Background: an optimization exercise with open tools, aiming at a short achievable clock period and few clock cycles. Do not read the settings as production practice. In this exercise RTL edits were held to simulation tests only and were not proved equivalent to the original. Power and IR drop assume default switching activity.

==> run K: inputs <==
==> flow/design.v <==
module program_counter(
    input clk,
    input rst,
    input [31:0] new_address,
    output reg [31:0] current_address
    );
    always @ (posedge clk) begin
        if (rst) begin
            current_address <= 32'd256;
        end else begin
            current_address <= new_address;
        end
    end
endmodule
`timescale 1ns / 1ps
module control_unit (
            input [5:0] opcode,
            output reg [1:0] RegDst,
            output reg MemRead,
            output reg [1:0] MemtoReg,
            output reg [1:0] ALUOp,
            output reg MemWrite,
            output reg ALUsrc,
            output reg RegWrite,
            output reg Branch,
            output reg Jump,
            output reg jal,
            output reg JumpReg
    );
   always @(*)
   begin
        case(opcode)
        default: begin  
                RegDst    = 2'b00;
                MemRead   = 0;
                MemtoReg  = 2'b00;
                ALUOp     = 2'b00;
                MemWrite  = 0;
                ALUsrc    = 0;
                RegWrite  = 0;
                Branch    = 0;
                Jump      = 0;
                jal       = 0;
                JumpReg   = 0;
                end
        6'b000011: begin  
                RegDst    = 2'b10;
                MemRead   = 0;
                MemtoReg  = 2'b10;
                ALUOp     = 2'b10;
                MemWrite  = 0;
                ALUsrc    = 0;
                RegWrite  = 1;  
                Branch    = 0;
                Jump      = 1;
                jal       = 1;
                JumpReg   = 0;
                end
       6'b000010: begin   
                RegDst    = 2'b00;
                MemRead   = 0;
                MemtoReg  = 2'b00;
                ALUOp     = 2'b10;
                MemWrite  = 0;
                ALUsrc    = 0;
                RegWrite  = 0;
                Branch    = 0;
                Jump      = 1;
                jal       = 0;
                JumpReg   = 0;
                end
        6'b000000: begin  
                RegDst    = 2'b01;
                MemRead   = 0;
                MemtoReg  = 2'b00;
                ALUOp     = 2'b10;
                MemWrite  = 0;
                ALUsrc    = 0;
                RegWrite  = 1;
                Branch    = 0;
                Jump      = 0;
                jal       = 0;
                JumpReg   = 0;
                end
          6'b100000: begin  
                RegDst    = 2'b00;
                MemRead   = 1;
                MemtoReg  = 2'b01;
                ALUOp     = 2'b00;
                MemWrite  = 0;
                ALUsrc    = 1;
                RegWrite  = 1;
                Branch    = 0;
                Jump      = 0;
                jal       = 0;
                JumpReg   = 0;
                end
        6'b100011: begin  
                RegDst    = 2'b00;
                MemRead   = 1;
                MemtoReg  = 2'b01;
                ALUOp     = 2'b00;
                MemWrite  = 0;
                ALUsrc    = 1;
                RegWrite  = 1;
                Branch    = 0;
                Jump      = 0;
                jal       = 0;
                JumpReg   = 0;
                end
        6'b101011: begin  
                RegDst    = 2'b00;
                MemRead   = 0;
                MemtoReg  = 2'b00;
                ALUOp     = 2'b00;
                MemWrite  = 1;
                ALUsrc    = 1;
                RegWrite  = 0;
                Branch    = 0;
                Jump      = 0;
                jal       = 0;
                JumpReg   = 0;
                end
        6'b001000: begin  
                RegDst    = 2'b00;
                MemRead   = 0;
                MemtoReg  = 2'b00;
                ALUOp     = 2'b00;
                MemWrite  = 0;
                ALUsrc    = 1;
                RegWrite  = 1;
                Branch    = 0;
                Jump      = 0;
                jal       = 0;
                JumpReg   = 0;
                end
        6'b000100: begin  
                RegDst    = 2'b00;
                MemRead   = 0;
                MemtoReg  = 2'b00;
                ALUOp     = 2'b01;
                MemWrite  = 0;
                ALUsrc    = 0;
                RegWrite  = 0;
                Branch    = 1;
                Jump      = 0;
                jal       = 0;
                JumpReg   = 0;
                end
        endcase
   end
endmodule
`timescale 1ns / 1ps
module Bit2MUX_5Bit(
    input [1:0] RegDst,
    input [4:0] rt,
    input [4:0] rd,
    output reg [4:0] Write_Register
    );
always @(*) begin
    case( RegDst)
        2'b00:begin
        Write_Register = rt;
        end
        2'b01:begin
        Write_Register = rd;
        end
        2'b10:begin  
        Write_Register = 5'd31;
        end
        default: begin 
        Write_Register = 5'd0;
        end
    endcase
end  
endmodule
`timescale 1ns / 1ps
module register(
    input clk,
    input rst,
    input reg_write,
    input [4:0]read_register_1,
    input [4:0]read_register_2,
    input [4:0]write_register,
    input [31:0]write_data,
    output [31:0]read_data_1,
    output [31:0]read_data_2
    );
    reg [31:0] Regfile [0:31];
    integer i;
    assign read_data_1 = (read_register_1 == 5'd0) ? 32'd0 : Regfile[read_register_1];
    assign read_data_2 = (read_register_2 == 5'd0) ? 32'd0 : Regfile[read_register_2];
    always @(posedge clk)  
    begin
        if (rst)
        begin
            for (i=0; i<32; i=i+1)
            begin
                Regfile[i] <= 32'd0;
            end
        end
        else if (reg_write == 1'b1 && write_register != 5'd0) begin
            Regfile[write_register] <= write_data;
        end
    end
endmodule
`timescale 1ns / 1ps
module alu_control(
           input [1:0] alu_op,   
           input [5:0] func, 
           output reg [3:0] alu_ctrl  
    );
    always @(*)
    begin
                case(alu_op)
                default: alu_ctrl = 4'b0010;
                2'b00:  
                begin
                    alu_ctrl = 4'b0010;
                end
                2'b01:  
                begin
                    alu_ctrl = 4'b0110;
                end
                2'b10:
                begin
                    case(func)
                    default: alu_ctrl = 4'b0101;
                    6'b100000:  
                    begin
                        alu_ctrl = 4'b0010;
                    end
                    6'b100010:  
                    begin
                        alu_ctrl = 4'b0110;
                    end
                    6'b100100:  
                    begin
                        alu_ctrl = 4'b0000;
                    end
                    6'b100101:  
                    begin
                        alu_ctrl = 4'b0001;
                    end
                    6'b101010:  
                    begin
                        alu_ctrl = 4'b0111;
                    end
                    6'b001000:  
                    begin
                        alu_ctrl = 4'b0101;
                    end
                    6'b000000:  
                    begin
                        alu_ctrl = 4'b1111;
                    end
                    endcase
                end
                endcase
            end
        endmodule
`timescale 1ns / 1ps
module sign_extended(
    input [15:0] in,
    output reg [31:0] out
    );
    always @(*)
    begin
        out[31:0] = { {16{in[15]}}, in[15:0] };
    end
endmodule
`timescale 1ns / 1ps
module ALU(
  input [4:0]   shamt,
	input [31:0]	a,
	input [31:0]	b,
	input [3:0] alu_con,
	output reg [31:0]		s,
	output 		zero
	);
	always @(*) begin
    		case(alu_con)
        			4'b0010:
        				    s = a + b;
        			4'b0110:
        				    s = a - b;
        			4'b0000:
        				    s = a & b;
        			4'b0001:
        				    s = a | b;
        			4'b0111:
        				    s = {31'd0, $signed(a) < $signed(b)};
        			4'b1111:
        			      s = b << (shamt);
              default:
                    s = 32'd0;
    	   endcase
	end
    assign zero = (s == 0) ? 1:0;
endmodule
`timescale 1ns / 1ps
module mux(
    input [1:0] MemtoReg,
    input [31:0] data_from_mem,
    input [31:0] alu_result,
    input [31:0] PC_4,
    output reg [31:0] write_data
    );
    always @(*) begin
        case( MemtoReg)
            2'b01:begin
                write_data = data_from_mem;
            end
            2'b00:begin
                write_data = alu_result;
            end
            2'b10:begin
                write_data = PC_4;
            end
            default: begin 
                write_data = 32'd0;
            end
        endcase
    end  
endmodule
module mips_core(
    input clk,
    input rst,                   
    output [31:0] imem_addr,
    input  [31:0] imem_data,
    output [31:0] dmem_addr,
    output [31:0] dmem_wdata,
    output        dmem_we,
    input  [31:0] dmem_rdata
    );
    reg  [31:0] pc;              
    reg  [31:0] ras;             
    reg         d_v;             
    reg  [31:0] d_ir;
    reg  [31:0] d_pc4;
    reg  [31:0] d_pred;          
    reg         e_v;             
    reg  [31:0] e_a, e_b, e_sd;
    reg         e_fa, e_fb, e_fsd;    
    reg         e_add, e_sub, e_and, e_or, e_slt, e_sll;
    reg  [4:0]  e_sh;
    reg  [4:0]  e_dst;
    reg         e_wr, e_ld, e_st, e_beq, e_jr;
    reg  [31:0] e_brt;           
    reg  [31:0] e_pred;          
    reg  [31:0] m_res;           
    reg  [31:0] m_wd;
    reg         m_st, m_ld, m_wr;
    reg  [4:0]  m_dst;
    reg  [31:0] w_val;           
    reg         w_wr;
    reg  [4:0]  w_dst;
    reg  [31:0] rf [1:31];
    assign imem_addr = pc;
    wire [31:0] pc4  = pc + 32'd4;
    wire [31:0] fi   = imem_data;
    wire f_j   = (fi[31:27] == 5'b00001);                         
    wire f_jr  = (fi[31:26] == 6'd0) && (fi[5:0] == 6'b001000);   
    wire [31:0] f_jt = {pc4[31:28], fi[25:0], 2'b00};
    wire [5:0]  op = d_ir[31:26];
    wire [5:0]  fn = d_ir[5:0];
    wire [4:0]  rs = d_ir[25:21];
    wire [4:0]  rt = d_ir[20:16];
    wire [4:0]  rd = d_ir[15:11];
    wire [31:0] imm = {{16{d_ir[15]}}, d_ir[15:0]};
    wire is_r    = (op == 6'b000000);
    wire is_jr   = is_r && (fn == 6'b001000);
    wire is_sll  = is_r && (fn == 6'b000000);
    wire r_add   = is_r && (fn == 6'b100000);
    wire r_sub   = is_r && (fn == 6'b100010);
    wire r_and   = is_r && (fn == 6'b100100);
    wire r_or    = is_r && (fn == 6'b100101);
    wire r_slt   = is_r && (fn == 6'b101010);
    wire is_addi = (op == 6'b001000);
    wire is_ld   = (op == 6'b100011) || (op == 6'b100000);
    wire is_st   = (op == 6'b101011);
    wire is_beq  = (op == 6'b000100);
    wire is_jal  = (op == 6'b000011);
    wire beq_same = is_beq && (rs == rt);
    wire beq_diff = is_beq && (rs != rt);
    wire [4:0] dst = is_jal ? 5'd31 : is_r ? (is_jr ? 5'd0 : rd) :
                     (is_addi || is_ld) ? rt : 5'd0;
    wire wr = (dst != 5'd0);
    wire use_rs = (is_r && !is_sll) || is_addi || is_ld || is_st || beq_diff;
    wire use_rt = (is_r && !is_jr) || beq_diff;         
    wire stall = d_v && e_v && e_ld &&
                 ((use_rs && rs == e_dst) || (use_rt && rt == e_dst));
    wire [31:0] m_val = m_ld ? dmem_rdata : m_res;
    wire [31:0] rf_a = (rs == 5'd0) ? 32'd0 : rf[rs];
    wire [31:0] rf_b = (rt == 5'd0) ? 32'd0 : rf[rt];
    wire [31:0] va = (m_wr && rs == m_dst) ? m_val :
                     (w_wr && rs == w_dst) ? w_val : rf_a;
    wire [31:0] vb = (m_wr && rt == m_dst) ? m_val :
                     (w_wr && rt == w_dst) ? w_val : rf_b;
    wire [31:0] brt = d_pc4 + {imm[29:0], 2'b00};
    wire d_red = d_v && beq_same;
    wire [31:0] xa = e_fa ? m_res : e_a;
    wire [31:0] xb = e_fb ? m_res : e_b;
    wire [31:0] sum  = xa + xb;
    wire [31:0] diff = xa - xb;
    wire slt = (xa[31] ^ xb[31]) ? xa[31] : diff[31];
    wire [31:0] res = ({32{e_add}} & sum) | ({32{e_sub}} & diff) |
                      ({32{e_and}} & (xa & xb)) | ({32{e_or}} & (xa | xb)) |
                      {31'd0, e_slt & slt} | ({32{e_sll}} & (xb << e_sh));
    wire e_mis_b = e_v && e_beq && (xa == xb);
    wire e_mis_j = e_v && e_jr && (xa != e_pred);
    wire e_mis = e_mis_b || e_mis_j;
    wire [31:0] e_tgt = e_jr ? xa : e_brt;
    assign dmem_addr  = m_res;
    assign dmem_wdata = m_wd;
    assign dmem_we    = m_st;
    integer i;
    always @(posedge clk) begin
        if (rst) begin
            pc   <= 32'd256;
            ras  <= 32'd0;
            d_v  <= 1'b0;
            e_v  <= 1'b0;
            e_wr <= 1'b0; e_ld <= 1'b0; e_st <= 1'b0; e_beq <= 1'b0; e_jr <= 1'b0;
            m_st <= 1'b0; m_ld <= 1'b0; m_wr <= 1'b0;
            w_wr <= 1'b0;
        end else begin
            if (e_mis) begin
                pc  <= e_tgt;
                d_v <= 1'b0;
            end else if (stall) begin
                pc  <= pc;
            end else if (d_red) begin
                pc  <= brt;
                d_v <= 1'b0;
            end else begin
                pc    <= f_j ? f_jt : f_jr ? ras : pc4;
                d_v   <= 1'b1;
                d_ir  <= fi;
                d_pc4 <= pc4;
                d_pred <= ras;
            end
            if (d_v && is_jal) ras <= d_pc4;
            if (e_mis || stall || !d_v) begin
                e_v  <= 1'b0;
                e_wr <= 1'b0; e_ld <= 1'b0; e_st <= 1'b0; e_beq <= 1'b0; e_jr <= 1'b0;
            end else begin
                e_v   <= 1'b1;
                e_wr  <= wr;
                e_ld  <= is_ld;
                e_st  <= is_st;
                e_beq <= beq_diff;
                e_jr  <= is_jr;
            end
            e_a   <= is_jal ? d_pc4 : va;
            e_b   <= (is_addi || is_ld || is_st) ? imm : is_jal ? 32'd0 : vb;
            e_sd  <= vb;
            e_fa  <= use_rs && e_wr && rs == e_dst;
            e_fb  <= use_rt && e_wr && rt == e_dst;
            e_fsd <= is_st && e_wr && rt == e_dst;
            e_add <= r_add || is_addi || is_ld || is_st || is_jal;
            e_sub <= r_sub;
            e_and <= r_and;
            e_or  <= r_or;
            e_slt <= r_slt;
            e_sll <= is_sll;
            e_sh  <= d_ir[10:6];
            e_dst <= dst;
            e_brt <= brt;
            e_pred <= d_pred;
            m_res <= res;
            m_wd  <= e_fsd ? m_val : e_sd;
            m_st  <= e_v && e_st;
            m_ld  <= e_v && e_ld;
            m_wr  <= e_v && e_wr;
            m_dst <= e_dst;
            w_val <= m_val;
            w_wr  <= m_wr;
            w_dst <= m_dst;
        end
    end
    always @(posedge clk) begin
        if (rst) begin
            for (i = 1; i < 32; i = i + 1) rf[i] <= 32'd0;
        end else if (w_wr) begin
            rf[w_dst] <= w_val;
        end
    end
endmodule
==> flow/run.sh <==
#!/bin/bash
# synth_recipe.tcl (not shown) runs the flow's synth.tcl, then flattens the netlist and writes it again
# the make line also repeats each setting of config.mk as NAME=value (left out here)
make -C /OpenROAD-flow-scripts/flow DESIGN_CONFIG=/design/flow/config.mk WORK_HOME=/design/flow/orfs CLKGATE_MAP_FILE= SYNTH_SCRIPT=/design/flow/synth_recipe.tcl finish
==> flow/config.mk <==
export PLATFORM = sky130hd
export DESIGN_NAME = mips_core
export DESIGN_NICKNAME = mips_core
export VERILOG_FILES = /design/flow/design.v
export SDC_FILE = /design/flow/constraint.sdc
export NUM_CORES = 4
export LEC_CHECK = 0
export CAP_MARGIN = 20
export CORE_MARGIN = 2
export CORE_UTILIZATION = 40
export PLACE_DENSITY = 0.6
export SETUP_SLACK_MARGIN = 0.3
export SLEW_MARGIN = 20
==> flow/constraint.sdc <==
create_clock -name core_clock -period 11.0 [get_ports {clk}]
set_input_delay 2.2000 -clock core_clock [delete_from_list [all_inputs] [get_ports {clk}]]
set_output_delay 2.2000 -clock core_clock [all_outputs]
set_load 0.01 [all_outputs]
==> run Z (differences from run K) <==
--- a/flow/design.v
+++ b/flow/design.v
@@ -335,5 +335,34 @@
     );
+    function [31:0] ks_add(input [31:0] a, input [31:0] b, input cin);
+        reg [31:0] g, p, gn, pn;
+        integer i, d;
+        begin
+            g = a & b;
+            p = a ^ b;
+            g[0] = g[0] | (p[0] & cin);
+            for (d = 1; d < 32; d = d * 2) begin
+                for (i = 0; i < 32; i = i + 1) begin
+                    if (i >= d) begin
+                        gn[i] = g[i] | (p[i] & g[i-d]);
+                        pn[i] = p[i] & p[i-d];
+                    end else begin
+                        gn[i] = g[i];
+                        pn[i] = p[i];
+                    end
+                end
+                g = gn;
+                p = pn;
+            end
+            ks_add = a ^ b ^ {g[30:0], cin};
+        end
+    endfunction
     reg  [31:0] pc;              
     reg  [31:0] ras;             
+    reg         btb_v  [0:3];    
+    reg  [29:0] btb_tag[0:3];
+    reg  [31:0] btb_tgt[0:3];
+    reg  [1:0]  btb_ptr;
     reg         d_v;             
+    reg         d_bp;            
+    reg  [31:0] d_pc;
     reg  [31:0] d_ir;
@@ -344,3 +373,3 @@
     reg         e_fa, e_fb, e_fsd;    
-    reg         e_add, e_sub, e_and, e_or, e_slt, e_sll;
+    reg         e_ar, e_subx, e_and, e_or, e_slt, e_sll;
     reg  [4:0]  e_sh;
@@ -364,2 +393,10 @@
     wire [31:0] f_jt = {pc4[31:28], fi[25:0], 2'b00};
+    wire [3:0] b_hit;
+    genvar g;
+    generate for (g = 0; g < 4; g = g + 1) begin : btb_look
+        assign b_hit[g] = btb_v[g] && (btb_tag[g] == pc[31:2]);
+    end endgenerate
+    wire f_bp = |b_hit;
+    wire [31:0] f_bt = ({32{b_hit[0]}} & btb_tgt[0]) | ({32{b_hit[1]}} & btb_tgt[1]) |
+                       ({32{b_hit[2]}} & btb_tgt[2]) | ({32{b_hit[3]}} & btb_tgt[3]);
     wire [5:0]  op = d_ir[31:26];
@@ -400,13 +437,25 @@
     wire [31:0] brt = d_pc4 + {imm[29:0], 2'b00};
-    wire d_red = d_v && beq_same;
+    wire d_red = d_v && beq_same && !d_bp;     
+    wire d_fix = d_v && d_bp && !beq_same;     
     wire [31:0] xa = e_fa ? m_res : e_a;
     wire [31:0] xb = e_fb ? m_res : e_b;
-    wire [31:0] sum  = xa + xb;
-    wire [31:0] diff = xa - xb;
-    wire slt = (xa[31] ^ xb[31]) ? xa[31] : diff[31];
-    wire [31:0] res = ({32{e_add}} & sum) | ({32{e_sub}} & diff) |
+    wire [31:0] mx = m_res ^ {32{e_subx}};
+    wire [31:0] r00 = ks_add(e_a,   e_b, e_subx);
+    wire [31:0] r10 = ks_add(m_res, e_b, e_subx);
+    wire [31:0] r01 = ks_add(e_a,   mx,  e_subx);
+    wire [31:0] r11 = ks_add(m_res, mx,  e_subx);
+    wire [31:0] ar = e_fa ? (e_fb ? r11 : r10) : (e_fb ? r01 : r00);
+    wire b31 = e_fb ? m_res[31] : ~e_b[31];      
+    wire slt = (xa[31] ^ b31) ? xa[31] : ar[31];
+    wire [31:0] res = ({32{e_ar}} & ar) |
                       ({32{e_and}} & (xa & xb)) | ({32{e_or}} & (xa | xb)) |
                       {31'd0, e_slt & slt} | ({32{e_sll}} & (xb << e_sh));
-    wire e_mis_b = e_v && e_beq && (xa == xb);
-    wire e_mis_j = e_v && e_jr && (xa != e_pred);
+    wire eq_ab = (e_a == e_b);
+    wire eq_mb = (m_res == e_b);
+    wire eq_am = (e_a == m_res);
+    wire eq = e_fa ? (e_fb ? 1'b1 : eq_mb) : (e_fb ? eq_am : eq_ab);
+    wire ne_ap = (e_a != e_pred);
+    wire ne_mp = (m_res != e_pred);
+    wire e_mis_b = e_v && e_beq && eq;
+    wire e_mis_j = e_v && e_jr && (e_fa ? ne_mp : ne_ap);
     wire e_mis = e_mis_b || e_mis_j;
@@ -420,2 +469,4 @@
             pc   <= 32'd256;
+            btb_v[0] <= 1'b0; btb_v[1] <= 1'b0; btb_v[2] <= 1'b0; btb_v[3] <= 1'b0;
+            btb_ptr <= 2'd0;
             ras  <= 32'd0;
@@ -435,10 +486,14 @@
                 d_v <= 1'b0;
+            end else if (d_fix) begin
+                pc  <= d_pc4;
+                d_v <= 1'b0;
             end else begin
-                pc    <= f_j ? f_jt : f_jr ? ras : pc4;
+                pc    <= f_j ? f_jt : f_jr ? ras : f_bp ? f_bt : pc4;
                 d_v   <= 1'b1;
-                d_ir  <= fi;
-                d_pc4 <= pc4;
-                d_pred <= ras;
             end
             if (d_v && is_jal) ras <= d_pc4;
+            if (d_red) begin
+                btb_v[btb_ptr] <= 1'b1;
+                btb_ptr <= btb_ptr + 2'd1;
+            end
             if (e_mis || stall || !d_v) begin
@@ -454,20 +509,2 @@
             end
-            e_a   <= is_jal ? d_pc4 : va;
-            e_b   <= (is_addi || is_ld || is_st) ? imm : is_jal ? 32'd0 : vb;
-            e_sd  <= vb;
-            e_fa  <= use_rs && e_wr && rs == e_dst;
-            e_fb  <= use_rt && e_wr && rt == e_dst;
-            e_fsd <= is_st && e_wr && rt == e_dst;
-            e_add <= r_add || is_addi || is_ld || is_st || is_jal;
-            e_sub <= r_sub;
-            e_and <= r_and;
-            e_or  <= r_or;
-            e_slt <= r_slt;
-            e_sll <= is_sll;
-            e_sh  <= d_ir[10:6];
-            e_dst <= dst;
-            e_brt <= brt;
-            e_pred <= d_pred;
-            m_res <= res;
-            m_wd  <= e_fsd ? m_val : e_sd;
             m_st  <= e_v && e_st;
@@ -475,8 +512,40 @@
             m_wr  <= e_v && e_wr;
-            m_dst <= e_dst;
-            w_val <= m_val;
             w_wr  <= m_wr;
-            w_dst <= m_dst;
         end
     end
+    wire subx = r_sub || r_slt;
+    always @(posedge clk) begin
+        if (!stall) begin
+            d_ir  <= fi;
+            d_pc  <= pc;
+            d_bp  <= f_bp;
+            d_pc4 <= pc4;
+            d_pred <= ras;
+        end
+        if (d_red) begin
+            btb_tag[btb_ptr] <= d_pc[31:2];
+            btb_tgt[btb_ptr] <= brt;
+        end
+        e_a   <= is_jal ? d_pc4 : va;
+        e_b   <= subx ? ~vb : (is_addi || is_ld || is_st) ? imm : is_jal ? 32'd0 : vb;
+        e_sd  <= vb;
+        e_fa  <= use_rs && e_wr && rs == e_dst;
+        e_fb  <= use_rt && e_wr && rt == e_dst;
+        e_fsd <= is_st && e_wr && rt == e_dst;
+        e_ar  <= r_add || r_sub || is_addi || is_ld || is_st || is_jal;
+        e_subx <= subx;
+        e_and <= r_and;
+        e_or  <= r_or;
+        e_slt <= r_slt;
+        e_sll <= is_sll;
+        e_sh  <= d_ir[10:6];
+        e_dst <= dst;
+        e_brt <= brt;
+        e_pred <= d_pred;
+        m_res <= res;
+        m_wd  <= e_fsd ? m_val : e_sd;
+        m_dst <= e_dst;
+        w_val <= m_val;
+        w_dst <= m_dst;
+    end
     always @(posedge clk) begin
==> flow/flow/run.sh (new file) <==
#!/bin/bash
# Standard ORFS layout, with timing repair aiming well below the clock period
# (the SDC and its period are unchanged; only the repair effort differs).
set -euo pipefail
MARGIN=${MARGIN:-8.0}
bash standard.sh SETUP_SLACK_MARGIN=$MARGIN finish > standard_make.log 2>&1
==> flow/standard.sh (new file) <==
#!/bin/bash
# synth_recipe.tcl (not shown) runs the flow's synth.tcl, then flattens the netlist and writes it again
# the make line also repeats each setting of config.mk as NAME=value (left out here)
make -C /OpenROAD-flow-scripts/flow DESIGN_CONFIG=/design/flow/config.mk WORK_HOME=/design/flow/orfs CLKGATE_MAP_FILE= SYNTH_SCRIPT=/design/flow/synth_recipe.tcl "${@:-finish}"
- ABC_CLOCK_PERIOD_IN_PS: not set -> 2500
- TNS_END_PERCENT: not set -> 100
removed: flow/run.sh
==> comparison <==
Of run Z and run K, run Z has the higher non-clock buffer count (gap 939).
In run K the first-iteration DRC count is smaller than in run Z, by 34%.
Between run K and run Z, the lower combinational power is in run K (gap about 5%, measured against run Z).
Of run K and run Z, run K has the higher clock skew (gap 13 ps).
In run Z the via count is larger than in run K, by 32%.
Flip-flop and latch count: run K is lower than run Z (285).
Die area: run Z is higher than run K (13%).
Against run Z, the maximum frequency of run K is lower by about 50%.
Between run K and run Z, the lower synthesized cell count is in run K (gap about 14%, measured against run Z).
Against run Z, the clock power of run K is smaller by about 16%.
==> figures <==
Vias per inst: run Z 6.54; run K 6.28
Core Util, Final: run Z 53.9%; run K 45.4%
Worst-Skew Late Latency: run Z 880 ps; run K 860 ps
Run status: run Z finished clean; run K finished clean
Switching Power: run Z 5.04 mW; run K 4.74 mW
Combinational share of power: run Z 18.7%; run K 20.2%
Number of enable-type register cells in the synthesized netlist: run Z 1403; run K 1405
Post-Place Cell Area: run Z 99400 um^2; run K 88500 um^2
Vias after detailed routing: run Z 74927; run K 56645
Sequential fraction of total cell area: run Z 39.4%; run K 46.7%
Power in the clock group: run Z 6.55 mW; run K 5.49 mW
Layout cell share with drive strength beyond 1: run Z 39.6%; run K 20.7%
Worst-path maximum fanout: run Z 3; run K 65
Clock period minus worst slack: run Z 3740 ps; run K 7240 ps
Peak supply drop: run Z 0.000137 V; run K 0.000131 V
Register-to-register setup slack: run Z 7260 ps; run K 3760 ps
Leakage Power: run Z 47.1 nW; run K 33.2 nW
Layout-to-synthesis area ratio: run Z 1.341x; run K 1.129x
Post-layout power: run Z 17.6 mW; run K 15.6 mW
Average cell area after synthesis: run Z 13.2 um^2; run K 13.6 um^2
Combined area of the multi-input logic cells: run Z 48200 um^2; run K 37300 um^2
Final Net Count: run Z 8343; run K 6307
Testbench counts of run K, summed over its fixed seeds: cycles 26,868.
Testbench counts of run Z, summed over its fixed seeds: cycles 26,277.

==> re-timing with driven ports <==
Ports are ideal in the flow. The routed layouts listed here were re-timed in OpenROAD.
Step 1 sets driving cells, clkbuf_16 on the clock port and buf_2 on the other inputs (assumed; they add their load-dependent delay and slew).
Step 2 also shifts input and output timing later by t, the mid clock arrival at the registers, as if the neighbouring blocks saw the same clock.
a / b / c = ideal / step 1 / step 2; a / b = the first two.
| run | t, ns | slack for setup (ns) | worst register clock-pin slew, ns | pins driven straight from the clock port |
|---|---|---|---|---|
| run K | 0.890 | 3.762 / 3.762 / 3.762 | 0.07 / 0.07 | 1 |
| run Z | 0.938 | 7.256 / 7.172 / 6.555 | 0.07 / 0.07 | 1 |
After both steps setup and hold are still met in every run listed. For run Z, which loses most, drivers alone change the setup slack by -0.084 ns; drivers and shift together by -0.701 ns.
